From an optimization exercise on the open Yosys and OpenROAD flow, aimed at a short achievable clock period and few clock cycles per item; shortcuts taken in it are not production practice. Only simulation tests tie the RTL to the original design; equivalence was not proved. Power figures rest on the tool's default switching activity, not on a simulated workload.

==> design.v <==
module ACCUM (
  input             reset,        
  input             clk,          
  input             clear,        
  input             scan_in0,     
  input             scan_in1,     
  input             scan_in2,     
  input             scan_in3,     
  input             scan_in4,     
  input             scan_enable,  
  input             test_mode,    
  input      [15:0] W,
  output reg [15:0] S,
  output            scan_out0,    
  output            scan_out1,    
  output            scan_out2,    
  output            scan_out3,    
  output            scan_out4     
);
  always@(posedge clk, posedge reset)begin
    if(reset)
      S <= 0;
    else if(clear)
      S <= 0;
    else
      S <= W + S;
  end
endmodule  
module FMULT (
input		reset,
input		clk,
input		scan_in0,
input		scan_in1,
input		scan_in2,
input		scan_in3,
input		scan_in4,
input		scan_enable,
input		test_mode,
output		scan_out0,
output		scan_out1,
output		scan_out2,
output		scan_out3,
output		scan_out4,
input  [15:0]	AnBn,
input  [10:0]	SRnDQn,
output [15:0]	WAnWBn
);
wire		AnBnS;
wire [12:0]	AnBnMAG;			 
wire [5:0]	AnBnMANT;			 
reg  [3:0]	AnBnEXP;			 
wire 		SRnDQnS;
wire [3:0]	SRnDQnEXP;
wire [5:0]	SRnDQnMANT;
wire 		WAnWBnS;
wire [4:0] 	WAnWBnEXP;
wire [11:0] WAnWBnMANT;
wire [14:0]	WAnWBnMAG;
assign AnBnS = AnBn[15];		 
assign SRnDQnS = SRnDQn[10];
assign WAnWBnS = AnBnS ^ SRnDQnS;	 
assign SRnDQnEXP = SRnDQn[9:6];	 
assign SRnDQnMANT = SRnDQn[5:0];	 
assign AnBnMAG = (AnBnS) ? (15'h4000 - {2'b00, AnBn[15:2]}) : (AnBn[15:2]);  
always@ (AnBnMAG) begin
	casez (AnBnMAG)
		13'b1????????????:
			begin
				AnBnEXP <= 4'hD;
			end
		13'b01???????????:
			begin
				AnBnEXP <= 4'hC;
			end
		13'b001??????????:
			begin
				AnBnEXP <= 4'hB;
			end
		13'b0001?????????:
			begin
				AnBnEXP <= 4'hA;
			end
		13'b00001????????:
			begin
				AnBnEXP <= 4'h9;
			end
		13'b000001???????:
			begin
				AnBnEXP <= 4'h8;
			end
		13'b0000001??????:
			begin
				AnBnEXP <= 4'h7;
			end
		13'b00000001?????:
			begin
				AnBnEXP <= 4'h6;
			end
		13'b000000001????:
			begin
				AnBnEXP <= 4'h5;
			end
		13'b0000000001???:
			begin
				AnBnEXP <= 4'h4;
			end
		13'b00000000001??:
			begin
				AnBnEXP <= 4'h3;
			end
		13'b000000000001?:
			begin
				AnBnEXP <= 4'h2;
			end
		13'b0000000000001:
			begin
				AnBnEXP <= 4'h1;
			end
		default:
			begin
				AnBnEXP <= 4'h0;
			end
	endcase
end
assign WAnWBnEXP = AnBnEXP + SRnDQnEXP;
assign WAnWBnMANT = (AnBnMAG)	? ((({AnBnMAG, 6'b000000} >> AnBnEXP) * SRnDQnMANT) + 12'h030) : (((6'h20) * SRnDQnMANT) + 12'h030);
assign WAnWBnMAG = (WAnWBnEXP < 27) ? ({WAnWBnMANT[11:4], 7'b0000000} >> (26 - WAnWBnEXP)) : ({WAnWBnMANT[11:4], 7'b0000000} << (WAnWBnEXP - 26));
assign WAnWBn = (WAnWBnS) ? (17'h10000 - {2'b00, WAnWBnMAG}) : (WAnWBnMAG);
endmodule  
module FMULT_ACCUM (
           reset,
           clk,
           start,
           scan_in0,
           scan_in1,
           scan_in2,
           scan_in3,
           scan_in4,
           scan_enable,
           test_mode,
           scan_out0,
           scan_out1,
           scan_out2,
           scan_out3,
           scan_out4,
           b1,b2,b3,b4,b5,b6,a1,a2,
           dq1,dq2,dq3,dq4,dq5,dq6,sr1,sr2,
           se,sez,
           done
           );
input
    reset,                       
    start,
    clk;
input[15:0] b1,b2,b3,b4,b5,b6,a1,a2;              
input[10:0] dq1,dq2,dq3,dq4,dq5,dq6,sr1,sr2;      
input
    scan_in0,                    
    scan_in1,                    
    scan_in2,                    
    scan_in3,                    
    scan_in4,                    
    scan_enable,                 
    test_mode;                   
output
    scan_out0,                   
    scan_out1,                   
    scan_out2,                   
    scan_out3,                   
    scan_out4;                   
output
    done;
reg [15:0] f1;                 
reg [10:0] f2;
reg [3:0]  in_sel;
wire[15:0] S;
wire[15:0] W;
output reg[14:0] sez,se;
reg clear,done;
FMULT FMULT_INST0(
	   .reset(reset),
           .clk(clk),
           .scan_in0(),
           .scan_in1(),
           .scan_in2(),
           .scan_in3(),
           .scan_in4(),
           .scan_out0(),
           .scan_out1(),
           .scan_out2(),
           .scan_out3(),
           .scan_out4(),
           .scan_enable(scan_enable),
           .test_mode(test_mode),
           .AnBn(f1),
           .SRnDQn(f2),
           .WAnWBn(W) 
);
ACCUM ACCUM_INST0(
	   .reset(reset),
           .clk(clk),
           .clear(clear),
           .scan_in0(),
           .scan_in1(),
           .scan_in2(),
           .scan_in3(),
           .scan_in4(),
           .scan_enable(scan_enable),
           .test_mode(test_mode),
           .W(W),
           .S(S),
           .scan_out0(),
           .scan_out1(),
           .scan_out2(),
           .scan_out3(),
           .scan_out4()
);
always @(posedge reset, posedge clk)
begin
	if(reset)
	begin
		f1<=16'h0000;
		f2<=11'h000;
		in_sel <= 4'h0;
		clear<=1'b1;
		done<=1'b0;
		sez<=15'h0000;
		se <=15'h0000;
	end
	else begin
		if (start) begin
			case (in_sel)
				4'h0: begin
					f1<=16'h0000;
					f2<=11'h000;
					in_sel<= in_sel + 1'b1;
					clear<=1'b0;
					done<=1'b0;
					sez<=15'h0000;
					se <=15'h0000;
				end
				4'h1: begin
					f1 <= b1;
					f2 <= dq1;
					in_sel<= in_sel + 1'b1;
					clear<=1'b0;
					done<=1'b0;
					sez<=15'h0000;
					se <=15'h0000;
				end 
				4'h2: begin
					f1 <= b2;
					f2 <= dq2;
					in_sel<= in_sel + 1'b1;
					clear<=1'b0;
					done<=1'b0;
					sez<=15'h0000;
					se <=15'h0000;
				end
				4'h3: begin
					f1 <= b3;
					f2 <= dq3;
					in_sel<= in_sel + 1'b1;
					clear<=1'b0;
					done<=1'b0;
					sez<=15'h0000;
					se <=15'h0000;
				end
				4'h4: begin
					f1 <= b4;
					f2 <= dq4;
					in_sel<= in_sel + 1'b1;
					clear<=1'b0;
					done<=1'b0;
					sez<=15'h0000;
					se <=15'h0000;
				end
				4'h5: begin
					f1 <= b5;
					f2 <= dq5;
					in_sel<= in_sel + 1'b1;
					clear<=1'b0;
					done<=1'b0;
					sez<=15'h0000;
					se <=15'h0000;
				end
				4'h6: begin
					f1 <= b6;
					f2 <= dq6;
					in_sel<= in_sel + 1'b1;
					clear<=1'b0;
					done<=1'b0;
					sez<=15'h0000;
					se <=15'h0000;
				end
				4'h7: begin
					f1 <= a1;
					f2 <= sr1;
					sez <= 15'h0000;
					se <=15'h0000;
					in_sel<= in_sel + 1'b1;
					clear<=1'b0;
					done<=1'b0;
				end
				4'h8: begin
					f1 <= a2;
					f2 <= sr2;
					in_sel<= in_sel + 1'b1;
					clear<=1'b0;
					done<=1'b0;
					sez[14:0]<=S[15:1];
					se <=15'h0000;
				end
				4'h9: begin
					f1 <= 16'h0000;
					f2 <= 11'h000;
					in_sel<= in_sel + 1'b1;
					clear<=1'b0;
					done<=1'b0;
					sez<=sez;
					se <=15'h0000;
				end
				default: begin
					f1<=16'h0000;
					f2<=11'h000;
					se[14:0]<=S[15:1];
					sez<=sez;
					in_sel<=1'b0;
					clear<=1'b1;
					done<=1'b1;
				end
			endcase  
		end  
	end  
end  
endmodule
module ADDB (
           reset,
           clk,
           scan_in0,
           scan_in1,
           scan_in2,
           scan_in3,
           scan_in4,
           scan_enable,
           test_mode,
           scan_out0,
           scan_out1,
           scan_out2,
           scan_out3,
           scan_out4,
	   DQ,
	   SE,
	   SR
	   );
input
    reset,                       
    clk;                         
input
    scan_in0,                    
    scan_in1,                    
    scan_in2,                    
    scan_in3,                    
    scan_in4,                    
    scan_enable,                 
    test_mode;                   
output
    scan_out0,                   
    scan_out1,                   
    scan_out2,                   
    scan_out3,                   
    scan_out4;                   
input [15:0]
	DQ;
input [14:0]	
	SE;
output wire [15:0]
	SR;
wire
	DQS,
	SES;
wire [15:0] 
	DQI,
	SEI;
assign DQS	= DQ[15];									 
assign DQI	= (DQS == 1'b0)	?	DQ	:	(65536 - ({1'b0,DQ[14:0]}))	;	 
assign SES	= SE[14];									 
assign SEI	= (SES == 1'b0)	?	SE	:	(32768 + SE)	;			 
assign SR	= (DQI + SEI);									 
endmodule  
module ADDC (
           reset,
           clk,
           scan_in0,
           scan_in1,
           scan_in2,
           scan_in3,
           scan_in4,
           scan_enable,
           test_mode,
           scan_out0,
           scan_out1,
           scan_out2,
           scan_out3,
           scan_out4,
           DQ,
           SEZ,
           PK0,
           SIGPK           
       );
input
    reset,                       
    clk;                         
input
    scan_in0,                    
    scan_in1,                    
    scan_in2,                    
    scan_in3,                    
    scan_in4,                    
    scan_enable,                 
    test_mode;                   
output
    scan_out0,                   
    scan_out1,                   
    scan_out2,                   
    scan_out3,                   
    scan_out4;                   
input [15:0]
	DQ;
input [14:0]
	SEZ;
output wire
	PK0,
	SIGPK;
wire
	DQS,
	SEZS;
wire [15:0] 
	DQI,
	DQSEZ,
	SEZI;
assign	DQS	=	DQ[15];							 
assign	DQI	=	(DQS == 0)?	DQ	:	(65536 - (DQ & 32767));	 
assign	SEZS	=	SEZ[14];						 
assign	SEZI	=	(SEZS == 0)?	SEZ	:	((32768) + SEZ);	 
assign	DQSEZ	=	(DQI + SEZI);						 
assign	PK0	=	DQSEZ[15]; 						 
assign	SIGPK	=	(DQSEZ == 0);						 
endmodule  
module FLOATA (
           reset,
           clk,
           scan_in0,
           scan_in1,
           scan_in2,
           scan_in3,
           scan_in4,
           scan_enable,
           test_mode,
           scan_out0,
           scan_out1,
           scan_out2,
           scan_out3,
           scan_out4,
	   DQ,
	   DQ0
       );
input
    reset,                       
    clk;                         
input
    scan_in0,                    
    scan_in1,                    
    scan_in2,                    
    scan_in3,                    
    scan_in4,                    
    scan_enable,                 
    test_mode;                   
output
    scan_out0,                   
    scan_out1,                   
    scan_out2,                   
    scan_out3,                   
    scan_out4;                   
input [15:0] 
	DQ;
output wire [10:0] 
	DQ0;
wire
	DQS;
wire [14:0]
	MAG;
reg [3:0]
	EXP;
wire [5:0]
	MANT;
assign	DQS = DQ[15];
assign	MAG = (DQ & 32767);
always@ (MAG) begin
	casez (MAG)	
		15'b1??????????????:
			begin
				EXP <= 15;
			end
		15'b01?????????????:
			begin
				EXP <= 14;
			end
		15'b001????????????:
			begin
				EXP <= 13;
			end
		15'b0001???????????:
			begin
				EXP <= 12;
			end
		15'b00001??????????:
			begin
				EXP <= 11;
			end
		15'b000001?????????:
			begin
				EXP <= 10;
			end
		15'b0000001????????:
			begin
				EXP <= 9;
			end
		15'b00000001???????:
			begin
				EXP <= 8;
			end
		15'b000000001??????:
			begin
				EXP <= 7;
			end
		15'b0000000001?????:
			begin
				EXP <= 6;
			end
		15'b00000000001????:
			begin
				EXP <= 5;
			end
		15'b000000000001???:
			begin
				EXP <= 4;
			end
		15'b0000000000001??:
			begin
				EXP <= 3;
			end
		15'b00000000000001?:
			begin
				EXP <= 2;
			end
		15'b000000000000001:
			begin
				EXP <= 1;
			end
		default:
			begin
				EXP <= 0;
			end
	endcase
end
assign MANT = (MAG == 0)?32:(({MAG,6'b000000})>>EXP);
assign	DQ0 = ({DQS,EXP,MANT});
endmodule  
module FLOATB (
           reset,
           clk,
           scan_in0,
           scan_in1,
           scan_in2,
           scan_in3,
           scan_in4,
           scan_enable,
           test_mode,
           scan_out0,
           scan_out1,
           scan_out2,
           scan_out3,
           scan_out4,
	   SR,
	   SR0
       );
input
    reset,                       
    clk;                         
input
    scan_in0,                    
    scan_in1,                    
    scan_in2,                    
    scan_in3,                    
    scan_in4,                    
    scan_enable,                 
    test_mode;                   
output
    scan_out0,                   
    scan_out1,                   
    scan_out2,                   
    scan_out3,                   
    scan_out4;                   
input [15:0] 
	SR;
output wire [10:0] 
	SR0;
wire 
	SRS;
wire [14:0]
	MAG;
reg [3:0]
	EXP;
wire [5:0]
	MANT;
assign SRS = SR[15];
assign MAG = (SRS == 0)?SR:((65536-SR) & 32767);
always@ (MAG) begin
	casez (MAG)	
		15'b1??????????????:
			begin
				EXP <= 15;
			end
		15'b01?????????????:
			begin
				EXP <= 14;
			end
		15'b001????????????:
			begin
				EXP <= 13;
			end
		15'b0001???????????:
			begin
				EXP <= 12;
			end
		15'b00001??????????:
			begin
				EXP <= 11;
			end
		15'b000001?????????:
			begin
				EXP <= 10;
			end
		15'b0000001????????:
			begin
				EXP <= 9;
			end
		15'b00000001???????:
			begin
				EXP <= 8;
			end
		15'b000000001??????:
			begin
				EXP <= 7;
			end
		15'b0000000001?????:
			begin
				EXP <= 6;
			end
		15'b00000000001????:
			begin
				EXP <= 5;
			end
		15'b000000000001???:
			begin
				EXP <= 4;
			end
		15'b0000000000001??:
			begin
				EXP <= 3;
			end
		15'b00000000000001?:
			begin
				EXP <= 2;
			end
		15'b000000000000001:
			begin
				EXP <= 1;
			end
		default:
			begin
				EXP <= 0;
			end
	endcase
end
assign MANT = (MAG == 0)?32:({MAG,6'b000000}>>EXP);
assign SR0 = ({SRS,EXP,MANT});
endmodule  
module UPA1 (
	input     reset,
	input     clk,
	input     scan_in0,
	input     scan_in1,
	input     scan_in2,
	input     scan_in3,
	input     scan_in4,
	input     scan_enable,
	input     test_mode,
	output    scan_out0,
	output    scan_out1,
	output    scan_out2,
	output    scan_out3,
	output    scan_out4,
	input     PK0,
	input     PK1,
	input     [15:0]A1,
	input     SIGPK,
	output    [15:0]A1T
);
   reg           [15:0] UGA1;
   wire          PKS,A1S;
   wire          [15:0] ULA1;
   wire          [15:0] UA1;
assign PKS = PK0^PK1;
always @ (SIGPK or PK0 or PK1) begin
	if ( (!PKS) && (!SIGPK))
		UGA1<= 192;
	else if ( (PKS) && (!SIGPK))
		UGA1<= 65344;
	else 
		UGA1<=0;
end
assign A1S=A1[15];
assign ULA1= A1S ? (65536-({8'h00, A1[15:8]} + 65280)) : (65536-{8'h00, A1[15:8]});
assign UA1=(UGA1+ULA1);
assign A1T=(A1+UA1);
endmodule  
module UPA2 (
input               reset,          
input               clk,            
input               test_mode,      
input               scan_enable,    
input               scan_in0,      
input               scan_in1,       
input               scan_in2,      
input               scan_in3,      
input               scan_in4,       
output              scan_out0,      
output              scan_out1,      
output              scan_out2,      
output              scan_out3,      
output              scan_out4,      
input          PK0,            
input          PK1,            
input          PK2,           
input [15:0]   A1,                
input [15:0]   A2,                
input          SIGPK,            
output [15:0]  A2T                
       );
wire        PKS1;
wire        PKS2;
wire [16:0] UGA2A;
wire        A1S;
reg  [16:0] FA1;
wire [16:0] FA;
wire [16:0] UGA2B;
wire        UGA2S;
wire [15:0] UGA2;
wire        A2S;
wire [15:0] ULA2;
wire [15:0] UA2;
wire [15:0] a;
assign PKS1 = PK0 ^ PK1;
assign PKS2 = PK0 ^ PK2; 
assign UGA2A = PKS2 ? 114688 : 16384;
assign A1S = A1[15];  
always @(A1,A1S) begin
	if (!A1S)
		FA1 <= (A1<=8191)?{A1[14:0], 2'b00}:(32764);
	else
		FA1 <= (A1>=57345)? {A1[14:0], 2'b00}: (98308);
end 
assign FA= PKS1 ? FA1 : (131072-FA1);
assign UGA2B =(UGA2A+FA);
assign UGA2S =UGA2B[16];
assign a = UGA2S ? {6'b000000, UGA2B[16:7]}+64512 : {6'b000000, UGA2B[16:7]} ;
assign UGA2 = SIGPK ? 0 : a ;         
assign A2S=A2[15]; 
assign ULA2= A2S ? (65536-({7'b0000000,A2[15:7]}+65024)) : (65536-{7'b0000000,A2[15:7]});
assign UA2 =(UGA2+ULA2);
assign A2T = (A2 + UA2);
endmodule  
module UPB (
input			reset,
input			clk,
input	[1:0]		rate_in,
input			Un,
input [15:0]	DQn,
input [15:0]	Bn,
input			scan_in0,
input			scan_in1,
input			scan_in2,
input			scan_in3,
input			scan_in4,
input			scan_enable,
input			test_mode,
output		scan_out0,
output		scan_out1,
output		scan_out2,
output		scan_out3,
output		scan_out4,
output reg [15:0] BnP
	);
wire [15:0] DQnMAG;	 
wire 		BnS;		 
wire [15:0] UBn;
reg [15:0] UGBn;		 
reg [15:0] ULBn;		 
assign DQnMAG = {1'b0, DQn[14:0]};	 
assign BnS = Bn[15];	 
always@ (DQnMAG, Un) begin
	if (DQnMAG == 16'h0000) begin
		UGBn <= 16'h0000;		 
	end else if (Un) begin
		UGBn <= 16'hFF80;		 
	end else begin
		UGBn <= 16'h0080;		 
	end
end
always@ (Bn, BnS, rate_in) begin
	if (rate_in == 2'b00) begin
		if (BnS) begin
			ULBn <= 17'h10000 - ({9'h1FF, Bn[15:9]});
		end else begin
			ULBn <= 17'h10000 - ({9'h000, Bn[15:9]});
		end
	end else begin
		if (BnS) begin
			ULBn <= 17'h10000 - ({8'hFF, Bn[15:8]});
		end else begin
			ULBn <= 17'h10000 - ({8'h00, Bn[15:8]});
		end
	end
end
assign UBn = UGBn + ULBn;
always@ (UBn, Bn) begin
	BnP <= Bn + UBn;
end
endmodule  
module LIMC (
           reset,
           clk,
           scan_in0,
           scan_in1,
           scan_in2,
           scan_in3,
           scan_in4,
           scan_enable,
           test_mode,
           scan_out0,
           scan_out1,
           scan_out2,
           scan_out3,
           scan_out4,
           A2T,
           A2P
       );
input
    reset,                       
    clk;                         
input
    scan_in0,                    
    scan_in1,                    
    scan_in2,                    
    scan_in3,                    
    scan_in4,                    
    scan_enable,                 
    test_mode;                   
output
    scan_out0,                   
    scan_out1,                   
    scan_out2,                   
    scan_out3,                   
    scan_out4;                   
input [15:0] A2T;
output reg [15:0] A2P;
 reg [15:0] A2UL;
 reg [15:0] A2LL;
always@(A2T)begin
                A2UL  = 16'h3000;                     
                A2LL  = 16'hD000;                     
		if ((16'h8000 <= A2T) && (A2T <= A2LL)) begin        
                A2P = A2LL;
                end
                else if ((A2UL <= A2T) && (A2T <= 16'h7FFF)) begin        
                A2P = A2UL;
                end 
                else begin
                A2P = A2T;
                end
end
endmodule                
module LIMD (
           reset,
           clk,
           scan_in0,
           scan_in1,
           scan_in2,
           scan_in3,
           scan_in4,
           scan_enable,
           test_mode,
           scan_out0,
           scan_out1,
           scan_out2,
           scan_out3,
           scan_out4,
           A1T,
           A2P,
           A1P
       );
input
    reset,                       
    clk;                         
input
    scan_in0,                    
    scan_in1,                    
    scan_in2,                    
    scan_in3,                    
    scan_in4,                    
    scan_enable,                 
    test_mode;                   
output
    scan_out0,                   
    scan_out1,                   
    scan_out2,                   
    scan_out3,                   
    scan_out4;                   
input [15:0]
	A1T;
input [15:0]
	A2P;
output reg [15:0]
       A1P;
 reg [15:0] A1UL;
 reg [15:0] A1LL;
 reg [15:0] OME;
always @(A1T,A2P)begin
                OME   = 16'd15360;
                A1UL  = (OME + 65536 - A2P);                     
                A1LL  = (A2P + 65536 - OME); 
                if ( 32768 <= A1T && A1T <= A1LL) begin        
                A1P = A1LL;
                end 
                else if ( A1UL <= A1T && A1T <= 32767) begin        
                A1P = A1UL;
                end 
                else begin
                A1P = A1T;
                end
end 
endmodule  
module TRIGB (
           reset,
           clk,
           scan_in0,
           scan_in1,
           scan_in2,
           scan_in3,
           scan_in4,
           scan_enable,
           test_mode,
           scan_out0,
           scan_out1,
           scan_out2,
           scan_out3,
           scan_out4,
           TR,
           AnP,
           AnR
       );
input
    reset,                       
    clk;                         
input
    scan_in0,                    
    scan_in1,                    
    scan_in2,                    
    scan_in3,                    
    scan_in4,                    
    scan_enable,                 
    test_mode,                   
    TR;
input [15:0] AnP;
output
    scan_out0,                   
    scan_out1,                   
    scan_out2,                   
    scan_out3,                   
    scan_out4;                   
output [15:0] AnR;
reg [15:0] AnR;
always @ (AnP, TR) begin
	if ( TR == 0) begin
		AnR = AnP;                    
	end else begin
		AnR = 0;                      
	end
end
endmodule  
module XOR (
           reset,
           clk,
           scan_in0,
           scan_in1,
           scan_in2,
           scan_in3,
           scan_in4,
           scan_enable,
           test_mode,
           scan_out0,
           scan_out1,
           scan_out2,
           scan_out3,
           scan_out4,
           DQn,
           DQ,
           Un
       );
input
    reset,                       
    clk;                         
input
    scan_in0,                    
    scan_in1,                    
    scan_in2,                    
    scan_in3,                    
    scan_in4,                    
    scan_enable,                 
    test_mode;                   
input [15:0] DQ;
input [10:0] DQn;
output
    scan_out0,                   
    scan_out1,                   
    scan_out2,                   
    scan_out3,                   
    scan_out4,                   
    Un;
reg DQS;
reg DQnS;
reg Un;
always @ (DQn, DQ) begin
	DQS = DQ [15];        
	DQnS = DQn [10];      
	Un = DQS ^ DQnS;      
end
endmodule  
module DELAY #(
  parameter SIZE   = 16,   
  parameter RSTVAL = 0     
)(
  input                 reset,        
  input                 clk,          
  input                 en,           
  input  [SIZE-1:0]     X,            
  output reg [SIZE-1:0] Y             
);
  localparam [SIZE-1:0] RV = RSTVAL;
  reg [31*SIZE-1:0] R;  
  always@(posedge clk, posedge reset) begin
    if(reset) begin  
      Y <= RV;
      R <= {31{RV}};
    end
    else if(en) begin  
      Y <= R[30*SIZE +: SIZE];
      R <= {R[0 +: 30*SIZE], X};
    end
  end
endmodule
module APRSC (
	input             reset,       
	input             clk,         
	input      [31:0] i_wb_adr,    
	input      [3:0]  i_wb_sel,    
	input             i_wb_we,     
	output reg [31:0] o_wb_dat,    
	input      [31:0] i_wb_dat,    
	input             i_wb_cyc,    
	input             i_wb_stb,    
	output            o_wb_ack,    
	output            o_wb_err     
);
localparam APRSC_TR   = 16'h0000;
localparam APRSC_DQ   = 16'h0004;
localparam APRSC_REQ  = 16'h0008;
localparam APRSC_RATE = 16'h000C;
localparam APRSC_A2P  = 16'h0010;
localparam APRSC_SE   = 16'h0014;
localparam APRSC_ACK  = 16'h0018;
localparam APRSC_SR   = 16'h001C;
wire sigpk, pk0, pk1, pk2;
wire u1, u2, u3, u4, u5, u6;
wire [15:0] sr_int;
wire [10:0] sr0, sr1, sr2;
wire [15:0] a1t, a2t, a1p, a1r, a2r, a1, a2;
wire [15:0] b1, b2, b3, b4, b5, b6;
wire [15:0] b1p, b2p, b3p, b4p, b5p, b6p;
wire [15:0] b1r, b2r, b3r, b4r, b5r, b6r;
wire [10:0] dq0, dq1, dq2, dq3, dq4, dq5, dq6;
wire [14:0] se_int, sez_int;
wire [15:0] a2p_int;
reg [14:0] se;         
reg        req;        
reg [15:0] dq;
reg        tr;
reg [1:0]  rate_in;
reg        ack;        
reg [1:0] state;
wire      MACdone;     
wire      MACstart;    
reg       rd_ack;      
wire wb_req   = i_wb_stb & i_wb_cyc;
wire wb_write = wb_req & i_wb_we;
wire wb_read  = wb_req & (~i_wb_we) & (~rd_ack);   
wire delayEn  = wb_read & (i_wb_adr[15:0] == APRSC_A2P);
assign o_wb_err = 1'b0;
assign o_wb_ack = i_wb_we ? wb_req : (wb_req & rd_ack);
ADDC ADDC_INST0 (           
	   .reset(reset),
           .clk(clk),
           .test_mode(1'b0),
           .DQ(dq),
           .SEZ(sez_int),
           .PK0(pk0),
           .SIGPK(sigpk)    	
	);
DELAY #(.SIZE(1), .RSTVAL(0)) DELAY_PK0(
	   .reset(reset),
           .clk(clk),
           .en(delayEn),
           .X(pk0),
           .Y(pk1)  	
	);
DELAY #(.SIZE(1), .RSTVAL(0)) DELAY_PK1(
	   .reset(reset),
           .clk(clk),
           .en(delayEn),
           .X(pk1),
           .Y(pk2)  	
	);
ADDB ADDB_INST0 (           
	   .reset(reset),
           .clk(clk),
           .test_mode(1'b0),
           .DQ(dq),
           .SE(se_int),
           .SR(sr_int)    	
	);
FLOATB FLOATB_INST0(
	   .reset(reset),
           .clk(clk),
           .test_mode(1'b0),
           .SR(sr_int),
           .SR0(sr0) 	
	);
DELAY #(.SIZE(11), .RSTVAL(32))DELAY_SR0(
	   .reset(reset),
           .clk(clk),
           .en(delayEn),
           .X(sr0),
           .Y(sr1)  	
	);
DELAY #(.SIZE(11), .RSTVAL(32)) DELAY_SR1(
	   .reset(reset),
           .clk(clk),
           .en(delayEn),
           .X(sr1),
           .Y(sr2)  	
	);
FLOATA FLOATA_INST0(
	   .reset(reset),
           .clk(clk),
           .test_mode(1'b0),
           .DQ(dq),
           .DQ0(dq0) 	
	);
DELAY #(.SIZE(11), .RSTVAL(32)) DELAY_DQ0(
	   .reset(reset),
           .clk(clk),
           .en(delayEn),
           .X(dq0),
           .Y(dq1)  	
	);
DELAY #(.SIZE(11), .RSTVAL(32)) DELAY_DQ1(
	   .reset(reset),
           .clk(clk),
           .en(delayEn),
           .X(dq1),
           .Y(dq2)  	
	);
DELAY #(.SIZE(11), .RSTVAL(32)) DELAY_DQ2(
	   .reset(reset),
           .clk(clk),
           .en(delayEn),
           .X(dq2),
           .Y(dq3)  	
	);
DELAY #(.SIZE(11), .RSTVAL(32)) DELAY_DQ3(
	   .reset(reset),
           .clk(clk),
           .en(delayEn),
           .X(dq3),
           .Y(dq4)  	
	);
DELAY #(.SIZE(11), .RSTVAL(32)) DELAY_DQ4(
	   .reset(reset),
           .clk(clk),
           .en(delayEn),
           .X(dq4),
           .Y(dq5)  	
	);
DELAY #(.SIZE(11), .RSTVAL(32)) DELAY_DQ5(
	   .reset(reset),
           .clk(clk),
           .en(delayEn),
           .X(dq5),
           .Y(dq6)  	
	);
UPA1 UPA1_INST0(
	   .reset(reset),
           .clk(clk),
           .test_mode(1'b0),
           .SIGPK(sigpk),
           .PK0(pk0),
           .PK1(pk1),
           .A1(a1),
           .A1T(a1t)
	);
LIMD LIMD_INST0(
	   .reset(reset),
           .clk(clk),
           .test_mode(1'b0),
           .A1T(a1t),
           .A2P(a2p_int),
           .A1P(a1p)
	);
TRIGB TRIGB_A1P(
	   .reset(reset),
           .clk(clk),
           .test_mode(1'b0),
           .AnP(a1p),
           .TR(tr),
           .AnR(a1r)
	);
DELAY #(.SIZE(16), .RSTVAL(0)) DELAY_A1R(
	   .reset(reset),
           .clk(clk),
           .en(delayEn),
           .X(a1r),
           .Y(a1)  	
	);
UPA2 UPA2_INST0(
	   .reset(reset),
           .clk(clk),
           .test_mode(1'b0),
           .SIGPK(sigpk),
           .PK0(pk0),
           .PK1(pk1),
           .PK2(pk2),
           .A1(a1),
           .A2(a2),
           .A2T(a2t)
	);
LIMC LIMC_INST0(
	   .reset(reset),
           .clk(clk),
           .test_mode(1'b0),
           .A2T(a2t),
           .A2P(a2p_int) 
	);
TRIGB TRIGB_A2P(
	   .reset(reset),
           .clk(clk),
           .test_mode(1'b0),
           .AnP(a2p_int), 
           .TR(tr),
           .AnR(a2r)
	);
DELAY #(.SIZE(16), .RSTVAL(0)) DELAY_A2R(
	   .reset(reset),
           .clk(clk),
           .en(delayEn),
           .X(a2r),
           .Y(a2)  	
	);
XOR XOR_INST0(
	   .reset(reset),
           .clk(clk),
           .test_mode(1'b0),
           .DQn(dq1),
           .DQ(dq),
           .Un(u1)
	);
UPB UPB_INST0(
	   .reset(reset),
           .clk(clk),
           .test_mode(1'b0),
           .DQn(dq),
           .Un(u1),
	   .rate_in(rate_in),
           .Bn(b1),
           .BnP(b1p)
	);
TRIGB TRIGB_B1P(
	   .reset(reset),
           .clk(clk),
           .test_mode(1'b0),
           .AnP(b1p),
           .TR(tr),
           .AnR(b1r)
	);
DELAY #(.SIZE(16), .RSTVAL(0)) DELAY_B1R(
	   .reset(reset),
           .clk(clk),
           .en(delayEn),
           .X(b1r),
           .Y(b1)  	
	);
XOR XOR_INST1(
	   .reset(reset),
           .clk(clk),
           .test_mode(1'b0),
           .DQn(dq2),
           .DQ(dq),
           .Un(u2)
	);
UPB UPB_INST1(
	   .reset(reset),
           .clk(clk),
           .test_mode(1'b0),
           .DQn(dq),
           .Un(u2),
	   .rate_in(rate_in),
           .Bn(b2),
           .BnP(b2p)
	);
TRIGB TRIGB_B2P(
	   .reset(reset),
           .clk(clk),
           .test_mode(1'b0),
           .AnP(b2p),
           .TR(tr),
           .AnR(b2r)
	);
DELAY #(.SIZE(16), .RSTVAL(0)) DELAY_B2R(
	   .reset(reset),
           .clk(clk),
           .en(delayEn),
           .X(b2r),
           .Y(b2)  	
	);
XOR XOR_INST2(
	   .reset(reset),
           .clk(clk),
           .test_mode(1'b0),
           .DQn(dq3),
           .DQ(dq),
           .Un(u3)
	);
UPB UPB_INST2(
	   .reset(reset),
           .clk(clk),
           .test_mode(1'b0),
           .DQn(dq),
           .Un(u3),
	   .rate_in(rate_in),
           .Bn(b3),
           .BnP(b3p)
	);
TRIGB TRIGB_B3P(
	   .reset(reset),
           .clk(clk),
           .test_mode(1'b0),
           .AnP(b3p),
           .TR(tr),
           .AnR(b3r)
	);
DELAY #(.SIZE(16), .RSTVAL(0)) DELAY_B3R(
	   .reset(reset),
           .clk(clk),
           .en(delayEn),
           .X(b3r),
           .Y(b3)  	
	);
XOR XOR_INST3(
	   .reset(reset),
           .clk(clk),
           .test_mode(1'b0),
           .DQn(dq4),
           .DQ(dq),
           .Un(u4)
	);
UPB UPB_INST3(
	   .reset(reset),
           .clk(clk),
           .test_mode(1'b0),
           .DQn(dq),
           .Un(u4),
	   .rate_in(rate_in),
           .Bn(b4),
           .BnP(b4p)
	);
TRIGB TRIGB_B4P(
	   .reset(reset),
           .clk(clk),
           .test_mode(1'b0),
           .AnP(b4p),
           .TR(tr),
           .AnR(b4r)
	);
DELAY #(.SIZE(16), .RSTVAL(0)) DELAY_B4R(
	   .reset(reset),
           .clk(clk),
           .en(delayEn),
           .X(b4r),
           .Y(b4)  	
	);
XOR XOR_INST4(
	   .reset(reset),
           .clk(clk),
           .test_mode(1'b0),
           .DQn(dq5),
           .DQ(dq),
           .Un(u5)
	);
UPB UPB_INST4(
	   .reset(reset),
           .clk(clk),
           .test_mode(1'b0),
           .DQn(dq),
           .Un(u5),
	   .rate_in(rate_in),
           .Bn(b5),
           .BnP(b5p)
	);
TRIGB TRIGB_B5P(
	   .reset(reset),
           .clk(clk),
           .test_mode(1'b0),
           .AnP(b5p),
           .TR(tr),
           .AnR(b5r)
	);
DELAY #(.SIZE(16), .RSTVAL(0)) DELAY_B5R(
	   .reset(reset),
           .clk(clk),
           .en(delayEn),
           .X(b5r),
           .Y(b5)  	
	);
XOR XOR_INST5(
	   .reset(reset),
           .clk(clk),
           .test_mode(1'b0),
           .DQn(dq6),
           .DQ(dq),
           .Un(u6)
	);
UPB UPB_INST5(
	   .reset(reset),
           .clk(clk),
           .test_mode(1'b0),
           .DQn(dq),
           .Un(u6),
	   .rate_in(rate_in),
           .Bn(b6),
           .BnP(b6p)
	);
TRIGB TRIGB_B6P(
	   .reset(reset),
           .clk(clk),
           .test_mode(1'b0),
           .AnP(b6p),
           .TR(tr),
           .AnR(b6r)
	);
DELAY #(.SIZE(16), .RSTVAL(0)) DELAY_B6R(
	   .reset(reset),
           .clk(clk),
           .en(delayEn),
           .X(b6r),
           .Y(b6)  	
	);
FMULT_ACCUM FMULT_ACCUM_INST0 (
           .reset(reset),
           .clk(clk),
           .start(MACstart),
           .test_mode(1'b0),
           .b1(b1),
           .b2(b2),
           .b3(b3),
           .b4(b4),
           .b5(b5),
           .b6(b6),
           .a1(a1),
           .a2(a2),
           .dq1(dq1),
           .dq2(dq2),
           .dq3(dq3),
           .dq4(dq4),
           .dq5(dq5),
           .dq6(dq6),
           .sr1(sr1),
           .sr2(sr2),
           .se(se_int),
           .sez(sez_int),
           .done(MACdone)
           );
assign MACstart = (state == 2'b01) | ((state == 2'b11) & ~MACdone);
always @(posedge clk or posedge reset) begin
	if(reset) begin
		se    <= 15'h0000;
		state <= 2'b00;
	end
	else begin
		case(state)
			2'b00: if(req) state <= 2'b01;
			2'b01: state <= 2'b11;
			2'b11: if(MACdone) begin
				state <= 2'b10;
				se    <= se_int;
			end
			default: if(!req) state <= 2'b00;
		endcase
	end
end
always @(posedge clk or posedge reset) begin
	if (reset) begin
		o_wb_dat <= 32'h0000_0000;
		rd_ack   <= 1'b0;
		req      <= 1'b0;
		tr       <= 1'b0;
		dq       <= 16'h0000;
		rate_in  <= 2'b00;
		ack      <= 1'b0;
	end else begin
		if ((state == 2'b11) & MACdone)
			ack <= 1'b1;
		if (wb_write) begin
			case (i_wb_adr[15:0])
				APRSC_REQ:	begin
					req <= i_wb_dat[0];
					if (i_wb_dat[0]) ack <= 1'b0;
				end
				APRSC_TR:	tr      <= i_wb_dat[0];
				APRSC_DQ:	dq      <= i_wb_dat[15:0];
				APRSC_RATE:	rate_in <= i_wb_dat[1:0];
				default:	req     <= req;
			endcase
		end
		rd_ack <= wb_read;
		if (wb_read) begin
			case (i_wb_adr[15:0])
				APRSC_ACK:	o_wb_dat <= {31'h0000_0000, ack};
				APRSC_A2P:	o_wb_dat <= {16'h0000, a2p_int};
				APRSC_SE:	o_wb_dat <= {17'h00000, se};
				APRSC_SR:	o_wb_dat <= {16'h0000, sr_int};
				default:	o_wb_dat <= 32'hdead_beef;
			endcase
		end
	end
end
endmodule  
==> run.sh <==
#!/bin/bash
# synth_recipe.tcl (not shown) runs the flow's synth.tcl, then flattens the netlist and writes it again
# the make line also repeats each setting of config.mk as NAME=value (left out here)
make -C /OpenROAD-flow-scripts/flow DESIGN_CONFIG=/design/flow/config.mk WORK_HOME=/design/flow/orfs CLKGATE_MAP_FILE= SYNTH_SCRIPT=/design/flow/synth_recipe.tcl finish
==> config.mk <==
export PLATFORM = sky130hd
export DESIGN_NAME = APRSC
export DESIGN_NICKNAME = APRSC
export VERILOG_FILES = /design/flow/design.v
export SDC_FILE = /design/flow/constraint.sdc
export NUM_CORES = 4
export LEC_CHECK = 0
export CAP_MARGIN = 20
export CORE_MARGIN = 2
export CORE_UTILIZATION = 40
export SLEW_MARGIN = 20
==> constraint.sdc <==
create_clock -name core_clock -period 11.5 [get_ports {clk}]
set_input_delay 2.3000 -clock core_clock [delete_from_list [all_inputs] [get_ports {clk}]]
set_output_delay 2.3000 -clock core_clock [all_outputs]
set_load 0.01 [all_outputs]
==> impl_metrics.json <==
{
  "cp.required_ns": 12.47,
  "switchingPower_mw": 24.3,
  "ys_ff_latch": 7109,
  "synthArstFlopShare_pct": 100,
  "crit_start": "FMULT_ACCUM_INST0.f1[3]$_DFFE_PP0P_",
  "slew_headroom_pct": 15.2,
  "routed-wl-met2_mm": 309,
  "maxSlewViolCount": 0,
  "max_stage_delay_ns": 0.54,
  "worst-path-stages": 54,
  "fin_crit_ns": 10.92,
  "tightest_slew_ns": 1.27,
  "p_leak_nw": 183,
  "comb_power_share_pct": 34.7,
  "max_freq_ghz": 0.0916,
  "ir_drop_mv": 0.664,
  "skew_ns": 0.128,
  "pwr-share-seq_pct": 33.3,
  "routabilityCongestion": 0.839,
  "placed_cells": 41300,
  "cpMaxStageDelayCell": "fa_1",
  "post_route_cells_drive_above_1_share_pct": 7.34,
  "r2r_slack_ns": 0.58,
  "route.met3.wl_mm": 25.0,
  "wl_met1_mm": 339,
  "crit_arrival_ns": 11.89,
  "synth.yosys.seq_area_share_pct": 62.4,
  "setup_violations": 0,
  "dr.first_iter.drc_count": 17000,
  "dieArea_um2": 720000,
  "cp_max_fo": 7,
  "hold_class": "register to register",
  "hold_violations": 0,
  "status": "finished clean",
  "die_y_um": 849,
  "h-tree-depth": 6,
  "final_cells": 42700,
  "start_util_pct": 40.1,
  "crit_path_end": "FMULT_ACCUM_INST0.ACCUM_INST0.S[15]$_DFF_PP0_",
  "fin_nets": 33000,
  "insertion_delay_ns": 1.17,
  "fp.dieW_um": 849,
  "ant_nets": 0,
  "num_vias": 203000,
  "clk_transition_reported_paths_ns": 0.06,
  "crit_path_start_kind": "register",
  "tritoncts": "done",
  "avgSynthCellArea_um2": 8.75,
  "p_clk_share_pct": 32.1,
  "critical_path_class": "register to register",
  "ioPinCount": 107,
  "grt_max_degree": 238,
  "cpMostUsedCell": "buf_4",
  "core_um2": 712000,
  "period_share_pct": 94.9,
  "fin_util_pct": 45.6,
  "wl_per_cell_um": 16.1,
  "reg2reg_depth": 54,
  "power.internal_mw": 52.5,
  "synthTopCellsByArea": "dfrtp_1 60%, nand2_1 27%, dfstp_2 2.4%",
  "postCtsHoldBufs": 0,
  "root_buffer": "clkbuf_16",
  "clk_path_buf_depth": 4,
  "drc_errors": 0,
  "drv_cap": 0,
  "grt_antenna_before_repair": 25,
  "r2r-end": "FMULT_ACCUM_INST0.ACCUM_INST0.S[15]$_DFF_PP0_",
  "areaGrowthSynthToFinish_pct": 13.8,
  "synth_edf_count": 0,
  "critPathTopFamily": "compound AO/OA/AOI/OAI gates",
  "port_buffers": 64,
  "endpoint_kind": "register",
  "row_count": 310,
  "mostFrequentLayoutCells": "20800 x nand2_1, 6851 x dfrtp_1, 748 x clkbuf_16",
  "numCtsBuffers": 743,
  "top_layer": "met5",
  "ys.flop_type": "dfrtp_1",
  "cts_sinks": 7109,
  "overflow": 0,
  "vias_per_cell": 4.75,
  "ys_types": 119,
  "drtPass1Iterations": 6,
  "layout_commonest_cell": "nand2_1",
  "r2r_start": "FMULT_ACCUM_INST0.f1[3]$_DFFE_PP0P_",
  "path_buf_inv": 11,
  "wl_mm": 687,
  "netlist_instances": 32600,
  "grt_usage_pct": 18.9,
  "syn_area_um2": 285000,
  "grt_pass1_vias": 204000,
  "synth_top_area_share_pct": 60.1,
  "grt_first_pass_wirelength_mm": 1140,
  "power.density_nw_per_um2": 236,
  "power.share.switching_pct": 31.6,
  "dp_hpwl_mm": 426,
  "synth_top_cell_by_area": "dfrtp_1",
  "ys_warn_count": 16
}
worst min path at each step:
stage | depth (start not counted) | slack [ns] | start | endpoint
6_report | 2 | 0.36 | DELAY_B2R.R[8]$_DFFE_PP0P_ | DELAY_B2R.R[24]$_DFFE_PP0P_
5_1_grt | 2 | 0.38 | DELAY_B6R.R[467]$_DFFE_PP0P_ | DELAY_B6R.R[483]$_DFFE_PP0P_
4_1_cts | 2 | 0.38 | DELAY_B2R.R[8]$_DFFE_PP0P_ | DELAY_B2R.R[24]$_DFFE_PP0P_
3_5_place_dp | 2 | 0.44 | DELAY_DQ1.R[335]$_DFFE_PP1P_ | DELAY_DQ1.Y[5]$_DFFE_PP1P_
3_3_place_gp | 2 | 0.44 | DELAY_DQ1.R[170]$_DFFE_PP1P_ | DELAY_DQ1.R[181]$_DFFE_PP1P_
2_1_floorplan | 2 | 0.43 | DELAY_SR0.R[5]$_DFFE_PP1P_ | DELAY_SR0.R[16]$_DFFE_PP1P_
sequential cells by signal (all words and copies together) (netlist names), 496 cells and up:
register and cells:
DELAY_B1R.R 496, DELAY_B4R.R 496, DELAY_B3R.R 496, DELAY_B2R.R 496, DELAY_A1R.R 496, DELAY_B6R.R 496
DELAY_B5R.R 496, DELAY_A2R.R 496
tightest hold or removal path: stages, from the launching register on:
cell	delay, ns
dfrtp_1	0.34
nand2_1	0.05
nand2_1	0.05
cells in the mapped netlist (all sizes together), types with 25 or more instances:
cell type / instances
a211oi: 25
a21o: 51
a21oi: 214
a221oi: 70
a22o: 69
a31oi: 47
and2: 31
and3: 39
buf: 43
clkbuf: 1666
dfrtp: 6852
dfstp: 257
fa: 115
ha: 318
inv: 372
mux2: 56
mux2i: 57
nand2: 20800
nand2b: 32
nand3: 69
nor2: 236
nor2b: 42
nor3: 70
nor4: 27
o211ai: 26
o21a: 39
o21ai: 357
o22ai: 33
o31ai: 53
xnor2: 186
xor2: 79
timing repair:
item                       in CTS  in global routing
pin swaps                      12                 69
hold endpoints to repair        0                  0
setup buffers                   7                 17
setup endpoints to repair      22                 23
resized for setup              41                100
metal layers:
metal / global-route usage [%] / up-vias
li1: - / 99800
met1: 28.7 / 99800
met2: 29.5 / 2458
met3: 2.37 / 832
met4: 3.69 / 4
met5: 0 / -
power by group through the flow:
| stage | sequential, mW | combinational (mW) | clock, mW |
|---|---|---|---|
| finish | 25.5 | 26.6 | 24.6 |
| global route | 25.5 | 29.6 | 26.3 |
| CTS | 25.5 | 25.6 | 25.3 |
| detailed placement | 26.0 | 24.8 | 0 |
| global placement | 26.0 | 25.5 | 0 |
| floorplan | 26.2 | 13.3 | 0 |
logic make-up after synthesis:
family / Yosys count / share of synthesized area (%)
other: 2 / 0.00263
AND/OR/NAND/NOR: 21400 / 28.6
flip-flops: 7109 / 62.4
XOR/XNOR: 265 / 0.813
AO/OA/AOI/OAI: 1166 / 2.74
multiplexers: 115 / 0.439
buffers and inverters: 2084 / 2.82
adder cells (fa/ha/maj): 433 / 2.20
area by class of cell:
type | instances | area (um2)
Antenna cell | 10 | 25.0
Clock buffer | 1164 | 22200
Clock inverter | 218 | 3150
Fill cell | 69000 | 387000
Inverter | 375 | 1410
Multi-Input combinational cell | 23400 | 100000
Sequential cell | 7109 | 178000
Tap cell | 9516 | 11900
Timing Repair Buffer | 842 | 7820
per-stage QoR:
step                      setup TNS (ns)  total power, mW  area (um2)  setup WS (ns)  hold WS (ns)
after CTS                              0             76.4      324000        0.00847         0.380
after floorplan                        -             39.5      286000         -89.82         0.431
after global placement            -14.25             51.5      298000          -1.02         0.438
after global routing              -0.101             81.4      325000        -0.0462         0.380
final                                  0             76.8      325000          0.582         0.356
after detailed placement           -7.39             50.8      298000         -0.607         0.440
Testbench counts, summed over its fixed seeds: cycles 110,592, samples 4,096.

re-timing with driven ports:
The results above use ideal ports. As a check the final layout listed here was re-extracted and re-timed, cells and wires unchanged.
Step 1 sets driving cells, clkbuf_16 on the clock port and buf_2 on the other inputs (assumed; they add their load-dependent delay and slew).
Step 2, shift: input delay + t, output delay - t, t = (earliest + latest rising clock arrival at the registers) / 2. This alone moves slack from input paths to output paths.
Slacks: ideal ports / drivers / drivers and shift; pairs: ideal ports / drivers.
t (ns): 1.236
slack for setup (ns): 0.582 / 0.582 / 0.582
hold WS [ns]: 0.356 / 0.356 / 0.356
latest minus earliest clock arrival (ns): 0.130 / 0.131
slew at the worst register clock pin (ns): 0.07 / 0.07
After both steps setup and hold are still met in this run. The setup slack of this run moves by 0.000 ns with the drivers and by 0.000 ns with both steps.
